Context: an optimization exercise on an open-source flow, tuned for small area. The choices shown serve that exercise and are no tape-out recipe. Only the layout flow was run in this run; the RTL was not checked for function there. No activity file was given, so power comes from the tool's default toggle rates.

==> flow/design.v <==
module serial_crc_new (
    input wire clk,
    input wire rst_n,
    input wire data_in,     
    input wire data_valid,  
    input wire init,        
    input wire [1:0] crc_mode,  
    input wire [31:0] polynomial,  
    output reg [31:0] crc_out     
);
wire    crc_max;
assign crc_max = (crc_mode == 2'b00) ?  crc_out[7]  :
                 (crc_mode == 2'b01) ?  crc_out[15] :
                                        crc_out[31] ;
wire    [31:0] crc_mask;
assign  crc_mask = (crc_mode == 2'b00) ? 32'h0000_00ff :
                   (crc_mode == 2'b01) ? 32'h0000_ffff :
                                         32'hffff_ffff ;
wire    roll_back ;
assign  roll_back = crc_max ^ data_in;
wire    [31:0] crc_out_next;
assign crc_out_next[0] = polynomial[0] ? roll_back : data_in;
genvar i;
generate
    for (i = 1; i < 32; i = i + 1) begin : crc_out_next_gen
        assign crc_out_next[i] = polynomial[i] ? crc_out[i-1] ^ roll_back : crc_out[i-1];
    end
endgenerate
always @(posedge clk or negedge rst_n) begin
    if (!rst_n) begin
        crc_out <= 32'hffff_ffff;
    end
    else if (init) begin
        crc_out <= 32'hffff_ffff;
    end
    else if (data_valid) begin
        crc_out <= crc_out_next & crc_mask;
    end
end
endmodule
module spi_txc (
    input wire sclk_tx,
    input wire spi_tx_rstn,
    input wire [31:0] spi_tx_data,
    input wire [1:0] df,
    input wire [12:0] spi_tnum_max,
    input wire lsbf,
    input wire crc_en,
    input wire rxonly,
    input wire [31:0] crc_poly,
    output wire [31:0] tx_crc_data_out,
    output reg tx_start,
    output reg tx_num_max_en,
    output reg tx_crc_en,
    output wire shift_out
);
wire [31:0] shift_reg_pre;
reg [31:0]  shift_reg;
wire [4:0]  shift_num_cnt_pre;
reg [4:0]   shift_num_cnt;
wire [4:0]  shift_num_max;
reg [12:0]  tx_num_cnt;
assign shift_num_max = (df == 2'b00) ? 5'd7 :
                        (df == 2'b01) ? 5'd15 : 5'd31 ;
wire [31:0] tx_data;
wire [31:0] tx_data_sort;
assign tx_data = (crc_en & tx_num_max_en) ? tx_crc_data_out : spi_tx_data;
assign tx_data_sort = tx_msb_sort(tx_data, df, lsbf);
assign shift_reg_pre = rxonly                ? 32'h0 : 
                       shift_num_cnt == 5'd0 ? tx_data_sort : {1'b0, shift_reg[31:1]};
always @(posedge sclk_tx or negedge spi_tx_rstn) begin
    if (!spi_tx_rstn) begin
        shift_reg <= 32'h0;
    end
    else begin
        shift_reg <= shift_reg_pre;
    end
end
assign shift_num_cnt_pre = (shift_num_cnt >= shift_num_max) | rxonly ? 5'd0 : (shift_num_cnt + 1'b1);
always @(posedge sclk_tx or negedge spi_tx_rstn) begin
    if (!spi_tx_rstn) begin
        shift_num_cnt <= 5'd0;
    end
    else begin
        shift_num_cnt <= shift_num_cnt_pre;
    end
end
wire [12:0] tx_num_cnt_pre;
assign tx_num_cnt_pre = (rxonly | ~crc_en) ? 13'h0 : 
                        ((shift_num_cnt == 5'd0) & ~tx_num_max_en) ? (tx_num_cnt + 1'b1) : tx_num_cnt;
always @(posedge sclk_tx or negedge spi_tx_rstn) begin
    if (!spi_tx_rstn) begin
        tx_num_cnt <= 13'h0;
    end
    else begin
        tx_num_cnt <= tx_num_cnt_pre;
    end
end
wire tx_num_max_en_pre;
assign tx_num_max_en_pre = (tx_num_cnt_pre >= spi_tnum_max);
always @(posedge sclk_tx or negedge spi_tx_rstn) begin
    if (!spi_tx_rstn) begin
        tx_num_max_en <= 1'b0;
    end
    else begin
        tx_num_max_en <= tx_num_max_en_pre;
    end
end
wire tx_crc_en_pre;
assign tx_crc_en_pre =  ~crc_en ? 1'b0 : 
                        (tx_num_max_en & (shift_num_cnt == 5'd0) ? 1'b1 : tx_crc_en);
always @(posedge sclk_tx or negedge spi_tx_rstn) begin
    if (!spi_tx_rstn) begin
        tx_crc_en <= 1'b0;
    end
    else begin
        tx_crc_en <= tx_crc_en_pre;
    end
end 
always @(posedge sclk_tx or negedge spi_tx_rstn) begin
    if (!spi_tx_rstn) begin
        tx_start <= 1'b0;
    end
    else begin
        tx_start <= (shift_num_cnt == 5'd1);
    end
end
wire crc_calc_en;
assign crc_calc_en = crc_en & ~tx_crc_en_pre;
serial_crc_new u_tx_crc (
    .clk(sclk_tx),
    .rst_n(spi_tx_rstn),
    .data_in(shift_reg_pre[0]),
    .data_valid(crc_calc_en),
    .init(~crc_en),
    .crc_mode(df),
    .polynomial(crc_poly),
    .crc_out(tx_crc_data_out)
);
assign shift_out = shift_reg[0] ;
function [31:0] tx_msb_sort;
input [31:0] din    ;
input [1:0]  df     ;
input        lsbf   ;
begin
    if (lsbf) begin
        tx_msb_sort = din;
    end 
    else begin
        if (df == 2'b00) begin
            tx_msb_sort = { din[31], din[30], din[29], din[28], din[27], din[26], din[25], din[24], 
                            din[23], din[22], din[21], din[20], din[19], din[18], din[17], din[16], 
                            din[15], din[14], din[13], din[12], din[11], din[10], din[9] , din[8] , 
                            din[0] , din[1] , din[2] , din[3] , din[4] , din[5] , din[6] , din[7] }; 
        end
        else if (df == 2'b01) begin
            tx_msb_sort = { din[31], din[30], din[29], din[28], din[27], din[26], din[25], din[24], 
                            din[23], din[22], din[21], din[20], din[19], din[18], din[17], din[16], 
                            din[0] , din[1] , din[2] , din[3] , din[4] , din[5] , din[6] , din[7] , 
                            din[8] , din[9] , din[10], din[11], din[12], din[13], din[14], din[15] }; 
        end
        else begin
            tx_msb_sort = { din[0] , din[1] , din[2] , din[3] , din[4] , din[5] , din[6] , din[7] , 
                            din[8] , din[9] , din[10], din[11], din[12], din[13], din[14], din[15] ,
                            din[16], din[17], din[18], din[19], din[20], din[21], din[22], din[23] ,
                            din[24], din[25], din[26], din[27], din[28], din[29], din[30], din[31] };
        end
    end
end
endfunction
endmodule
module spi_rxc(
    input wire clk_rx,
    input wire spi_rx_rstn,
    input wire [1:0] df,
    input wire [12:0] spi_tnum_max,
    input wire lsbf,
    input wire crc_en,
    input wire rxonly,
    input wire shift_in,
    input wire [31:0] crc_poly,
    output wire [31:0] rx_crc_data_out,
    output reg [31:0] spi_rx_data,
    output reg rx_num_max_en,
    output reg rx_crc_en,
    output reg rx_busy
);
wire    [31:0]  shift_reg_pre;
reg     [31:0]  shift_reg;
wire    [4:0]   shift_num_cnt_pre;
reg     [4:0]   shift_num_cnt;
wire    [4:0]   shift_num_max;
wire    [12:0]  rx_num_cnt_pre;
reg     [12:0]  rx_num_cnt;
assign shift_num_max = (df == 2'b00) ? 5'd7 :
                        (df == 2'b01) ? 5'd15 : 5'd31 ;
assign shift_reg_pre =  {shift_in, shift_reg[31:1]};
always @(posedge clk_rx or negedge spi_rx_rstn) begin
    if (!spi_rx_rstn) begin
        shift_reg <= 32'h0;
    end
    else begin
        shift_reg <= shift_reg_pre;
    end
end
assign shift_num_cnt_pre = (shift_num_cnt >= shift_num_max) ? 5'd0 : (shift_num_cnt + 1'b1);
always @(posedge clk_rx or negedge spi_rx_rstn) begin
    if (!spi_rx_rstn) begin
        shift_num_cnt <= 5'd0;
    end
    else begin
        shift_num_cnt <= shift_num_cnt_pre;
    end
end
assign rx_num_cnt_pre = (~rxonly & ~crc_en) ? 13'h0 : 
                        ((shift_num_cnt == 5'd0) & ~rx_num_max_en) ? (rx_num_cnt + 1'b1) : rx_num_cnt;
always @(posedge clk_rx or negedge spi_rx_rstn) begin
    if (!spi_rx_rstn) begin
        rx_num_cnt <= 13'h0;
    end
    else begin
        rx_num_cnt <= rx_num_cnt_pre;
    end
end
wire rx_num_max_en_pre;
assign rx_num_max_en_pre = (rx_num_cnt_pre >= spi_tnum_max);
always @(posedge clk_rx or negedge spi_rx_rstn) begin
    if (!spi_rx_rstn) begin
        rx_num_max_en <= 1'b0;
    end
    else begin
        rx_num_max_en <= rx_num_max_en_pre;
    end
end
wire rx_crc_en_pre;
assign rx_crc_en_pre =  ~crc_en ? 1'b0 : 
                        (rx_num_max_en & (shift_num_cnt == 5'd0) ? 1'b1 : rx_crc_en);
always @(posedge clk_rx or negedge spi_rx_rstn) begin
    if (!spi_rx_rstn) begin
        rx_crc_en <= 1'b0;
    end
    else begin
        rx_crc_en <= rx_crc_en_pre;
    end
end
wire rx_busy_pre;
assign rx_busy_pre = (shift_num_cnt_pre != 5'd0);
always @(posedge clk_rx or negedge spi_rx_rstn) begin
    if (!spi_rx_rstn) begin
        rx_busy <= 1'b0;
    end
    else begin
        rx_busy <= rx_busy_pre;
    end
end
wire [31:0] rx_data;
assign rx_data = rx_msb_sort(shift_reg_pre, df, lsbf);
always @(posedge clk_rx or negedge spi_rx_rstn) begin
    if (!spi_rx_rstn) begin
        spi_rx_data <= 32'h0;
    end
    else if (shift_num_cnt_pre == 5'd0) begin
        spi_rx_data <= rx_data;
    end
end
wire crc_calc_en;
assign crc_calc_en = crc_en & ~rx_crc_en_pre;
serial_crc_new u_rx_crc (
    .clk(clk_rx),
    .rst_n(spi_rx_rstn),
    .data_in(shift_reg_pre[31]),
    .data_valid(crc_calc_en),
    .init(~crc_en),
    .crc_mode(df),
    .polynomial(crc_poly),
    .crc_out(rx_crc_data_out)
);
function [31:0] rx_msb_sort;
input [31:0] din;
input [1:0] df;
input lsbf;
begin   
    if (lsbf) begin
        if (df == 2'b00) begin
            rx_msb_sort = { 24'h0,
                            din[31], din[30], din[29], din[28], din[27], din[26], din[25], din[24]}; 
        end
        else if (df == 2'b01) begin
            rx_msb_sort = { 16'h0,
                            din[31], din[30], din[29], din[28], din[27], din[26], din[25], din[24], 
                            din[23], din[22], din[21], din[20], din[19], din[18], din[17], din[16]}; 
        end
        else begin
            rx_msb_sort = { din[31], din[30], din[29], din[28], din[27], din[26], din[25], din[24], 
                            din[23], din[22], din[21], din[20], din[19], din[18], din[17], din[16], 
                            din[15], din[14], din[13], din[12], din[11], din[10], din[9] , din[8] ,
                            din[7] , din[6] , din[5] , din[4] , din[3] , din[2] , din[1] , din[0] };
        end
    end 
    else begin
        if (df == 2'b00) begin
            rx_msb_sort = { 24'h0,
                            din[24], din[25], din[26], din[27], din[28], din[29], din[30], din[31]}; 
        end
        else if (df == 2'b01) begin
            rx_msb_sort = { 16'h0,
                            din[16], din[17], din[18], din[19], din[20], din[21], din[22], din[23], 
                            din[24], din[25], din[26], din[27], din[28], din[29], din[30], din[31]}; 
        end
        else begin
            rx_msb_sort = { din[0] , din[1] , din[2] , din[3] , din[4] , din[5] , din[6] , din[7] , 
                            din[8] , din[9] , din[10], din[11], din[12], din[13], din[14], din[15] ,
                            din[16], din[17], din[18], din[19], din[20], din[21], din[22], din[23] ,
                            din[24], din[25], din[26], din[27], din[28], din[29], din[30], din[31] };
        end
    end
end
endfunction
endmodule
module spi_trx (
    input  wire        clk,
    input  wire        rst_n,
    input  wire [1:0]  df,
    input  wire [12:0] spi_tnum_max,
    input  wire        lsbf,
    input  wire        crc_en,
    input  wire        rxonly,
    input  wire [31:0] crc_poly,
    input  wire [31:0] spi_tx_data,
    output wire [31:0] tx_crc_data_out,
    output wire        tx_start,
    output wire        tx_num_max_en,
    output wire        tx_crc_en,
    output wire        shift_out,
    input  wire        shift_in,
    output wire [31:0] rx_crc_data_out,
    output wire [31:0] spi_rx_data,
    output wire        rx_num_max_en,
    output wire        rx_crc_en,
    output wire        rx_busy
);
spi_txc u_txc (
    .sclk_tx        (clk),
    .spi_tx_rstn    (rst_n),
    .spi_tx_data    (spi_tx_data),
    .df             (df),
    .spi_tnum_max   (spi_tnum_max),
    .lsbf           (lsbf),
    .crc_en         (crc_en),
    .rxonly         (rxonly),
    .crc_poly       (crc_poly),
    .tx_crc_data_out(tx_crc_data_out),
    .tx_start       (tx_start),
    .tx_num_max_en  (tx_num_max_en),
    .tx_crc_en      (tx_crc_en),
    .shift_out      (shift_out)
);
spi_rxc u_rxc (
    .clk_rx         (clk),
    .spi_rx_rstn    (rst_n),
    .df             (df),
    .spi_tnum_max   (spi_tnum_max),
    .lsbf           (lsbf),
    .crc_en         (crc_en),
    .rxonly         (rxonly),
    .shift_in       (shift_in),
    .crc_poly       (crc_poly),
    .rx_crc_data_out(rx_crc_data_out),
    .spi_rx_data    (spi_rx_data),
    .rx_num_max_en  (rx_num_max_en),
    .rx_crc_en      (rx_crc_en),
    .rx_busy        (rx_busy)
);
endmodule
==> flow/run.sh <==
#!/bin/bash
# synth_recipe.tcl (not shown) runs the flow's synth.tcl, then flattens the netlist and writes it again
# the make line also repeats each setting of config.mk as NAME=value (left out here)
make -C /OpenROAD-flow-scripts/flow DESIGN_CONFIG=/design/flow/config.mk WORK_HOME=/design/flow/orfs CLKGATE_MAP_FILE= SYNTH_SCRIPT=/design/flow/synth_recipe.tcl finish
==> flow/config.mk <==
export PLATFORM = sky130hd
export DESIGN_NAME = spi_trx
export DESIGN_NICKNAME = spi_trx
export VERILOG_FILES = /design/flow/design.v
export SDC_FILE = /design/flow/constraint.sdc
export NUM_CORES = 4
export LEC_CHECK = 0
export CAP_MARGIN = 20
export CORE_MARGIN = 2
export CORE_UTILIZATION = 40
export SLEW_MARGIN = 20
==> flow/constraint.sdc <==
create_clock -name core_clock -period 5.0 [get_ports {clk}]
set_input_delay 1.0000 -clock core_clock [delete_from_list [all_inputs] [get_ports {clk}]]
set_output_delay 1.0000 -clock core_clock [all_outputs]
set_load 0.01 [all_outputs]
==> run summary <==
Fillers 2559; crit path launch type flip-flop; total CTS buffers 24; number of synthesized flops with an enable pin 0; pwr dens 393 nW/um^2; DR vias/cell 5.46; initial core utilization between 40% and 50%; max-slew violation count 0; Final setup viols 0; metal3 WL ~2.0 mm; delay-heaviest family, CP simple AND/OR/NAND/NOR gates; RSZ-0062 raised after global routing no; Synth area leaders dfrtp_1 30%, dfstp_2 15%, nand2_1 5.8%; GR Util All Layers 22.2%; area leader, netlist dfrtp_1; Psw between 1.5 and 2 mW; kind of critical path flip-flop to flip-flop; commonest cells after routing, fill and taps aside 182 x clkdlybuf4s50_1, 173 x nand2_1, 137 x dfrtp_1, 113 x a21oi_1, 75 x nor2_1; mean cell area of the mapped netlist 9.43 sq um; Ys Warns 3; number of H-tree levels 1; CP max FO 6; Yosys top cell area share 30.5%; GPL Wtd Cong 0.872; Synth Flop Type dfrtp_1; routed via count 9479; fin util 51.2%; die span in y between 150 and 200 um; Synth Cell Area approximately 11000 sq um; met2 routed WL 14.9 mm; syn_nets 1314; Port Buffers between 150 and 200; min cycle time layout 3640 ps; pin count of the biggest net entering global routing between 90 and 100; Final Cycle Share 72.9%; TritonCTS Sinks 201; Max Used Layer met4; CP required 5400 ps; Internal Pwr Total 3.77 mW; Clock transition at path regs 60 ps; # hold bufs at CTS 0; Clock Skews 20.9 ps; DR WL/cell 19.2 um; DRT Pass-1 Iters 5; Worst-Skew Late Latency approximately 530 ps; combinational power share 28.4%; crit path cell chain inv_1 -> ha_1 -> nor4b_1 -> nor2b_1 -> and4_1 -> nand3_1 -> xor2_1 -> nor2_1 -> ha_1 -> a21oi_1 -> nor2b_1 -> o21ai_0 -> a21oi_1 -> nor4_1 -> a21oi_1; CP max stage delay roughly 480 ps; critical path data arrival time just over 4000 ps; WP depth 15; total routed wirelength 33.3 mm; final hold vios 0; First DRT Iteration DRCs between 700 and 800; P_leak 6.00 nW; Final #Nets about 1.5k; # DRC 0; cells on worst reg2reg path 15; R2R Setup Slk 1360 ps; setup_tns 0 ps; Area Overhead vs Synth 26.3%; switching share of total power roughly 32%; die area 29500 sq um; VDD IR max 0.237 mV; Slew @ Worst Pin 1090 ps; gr ovfl total 0; HP Class flip-flop to flip-flop; initial antenna violation count 1; clock tree from TritonCTS done; met1 WL 15.7 mm; sequential fraction of the synthesis area 45.5%; global-route wire length before repair between 50 and 60 mm; clock network power share 31.4%; post-CTS sizing 0; core box area 27700 sq um; max_slew headroom 26.7%; crit path to u_rxc.rx_num_max_en$_DFF_PN0_; FFs w/ async S/R, synth 100%; Most common cell on crit path a21oi_1; FP Rows ~60; vias in the first global route 9037; Synth cell types 55; Post-CTS Setup Bufs 0; die width 172 um; total power 5.57 mW; Sequential Power Share 40.2%; Max clock buf depth 3; most common cell after layout, fill and taps aside clkdlybuf4s50_1; max-cap violations 0; DP Wirelength 23.3 mm; Buffers & Inverters on Critical Path 1; IO Count approximately 190; Synth Register Bits 201; run status timing/DRC/antenna clean; Critical Path End Type flip-flop; fmax 274 MHz; r2r startpoint u_rxc.shift_num_cnt[0]$_DFF_PN0_; antenna viol nets, final 0; Critical R2R Capture u_rxc.rx_num_max_en$_DFF_PN0_; Cells after Synth ~1.2k; Slowest cell on crit path nor2b_1; fraction of layout cells with a size suffix above 1 10.7%; Setup crit start u_rxc.shift_num_cnt[0]$_DFF_PN0_; clk root buf clkbuf_16
cell usage after synthesis (all sizes together) (2+ instances only):
library cell	instances
inv	27
nand2b	17
a21oi	113
xor2	74
and4	4
nor4	2
o211ai	40
o21bai	2
o31ai	25
o311ai	23
nor4b	6
o221ai	8
a2111oi	3
a211o	2
a31oi	10
o21a	3
clkbuf	60
o21ai	56
or2	3
nor3	10
xnor2	16
and3	12
buf	25
nor2b	5
nand2	173
dfrtp	137
nand3	22
or3	4
dfstp	64
o2bb2ai	6
a21boi	17
a21o	4
nor2	78
mux2i	57
ha	37
o22ai	9
a22oi	8
mux2	6
nand4	10
and2	6
final cells by class:
type                    count  area, sq um  area share [%]
flip-flops and latches    201         5110            36.0
repair buffers            206         2010            14.2
clock inverters             9          115           0.811
multi-input cells         878         5700            40.2
inverters                  28          105           0.741
diodes                      2         5.00          0.0353
well taps                 378          473            3.33
clock buffers              33          674            4.75
cells by family (layout without fill, tap and decap cells):
group | Yosys count | in the layout | share of synthesized area (%)
simple gates | 354 | 354 | 14.3
compound gates | 333 | 333 | 19.1
flops | 201 | 201 | 45.5
buf+inv | 113 | 276 | 4.15
xor+xnor | 90 | 90 | 7.01
mux | 64 | 64 | 5.88
fa+ha+maj | 37 | 37 | 4.12
other cells | 0 | 2 | 0
stage by stage:
stage                     setup WS [ps]  hold WS (ps)  cells  instance area (sq um)
final                              1360           395   1735                  14200
after global routing                990           409   1734                  14200
after CTS                          1330           397   1733                  14200
after detailed placement           1170           382   1691                  13400
after global placement             1250           379   1691                  13400
after floorplan                    1800           373   1192                  11200
per-layer routing:
metal | vias up | track usage (%)
met4 | 0 | 6.15
met1 | 4611 | 32.8
met3 | 45 | 4.05
li1 | 4547 | -
met5 | - | 0
met2 | 276 | 33.2
power by group through the flow:
stage / clock network [mW] / registers (mW) / logic [mW]
floorplan: 0 / 2.25 / 0.821
global placement: 0 / 2.26 / 1.57
detailed placement: 0 / 2.27 / 1.59
CTS: 1.79 / 2.24 / 1.59
global route: 1.86 / 2.28 / 1.75
finish: 1.75 / 2.24 / 1.58
worst min-delay path by stage:
stage / to / start / depth (start not counted)
3_3_place_gp: u_rxc.shift_reg[15]$_DFF_PN0_ / u_rxc.shift_reg[16]$_DFF_PN0_ / 0
6_report: u_rxc.shift_reg[6]$_DFF_PN0_ / u_rxc.shift_reg[7]$_DFF_PN0_ / 0
5_1_grt: u_rxc.shift_reg[13]$_DFF_PN0_ / u_rxc.shift_reg[14]$_DFF_PN0_ / 0
2_1_floorplan: u_rxc.shift_reg[1]$_DFF_PN0_ / u_rxc.shift_reg[2]$_DFF_PN0_ / 0
4_1_cts: u_rxc.shift_reg[15]$_DFF_PN0_ / u_rxc.shift_reg[16]$_DFF_PN0_ / 0
3_5_place_dp: u_rxc.shift_reg[6]$_DFF_PN0_ / u_rxc.shift_reg[7]$_DFF_PN0_ / 0

==> separate check: timing with driven ports <==
No port has a modelled driver above. Below, the same layout with a new extraction and two added sets of constraints.
Step 1 assumes that a clkbuf_16 drives the clock port and a buf_2 every other input.
Step 2 adds t to the input delays and takes it off the output delays; t is the mean of the earliest and latest rising clock arrival at the registers after step 1. Input paths then give back, and output paths get back, about the clock's delay inside the block.
a / b / c = no drivers / after step 1 / after step 2; a / b = the first two.
t (ns): 0.568
setup WS [ns]: 1.356 / 1.356 / 1.114
worst register clock-pin slew, ns: 0.06 / 0.06
After both steps setup and hold are still met in this run. For this run, drivers alone change the setup slack by 0.000 ns; drivers and shift together by -0.242 ns.
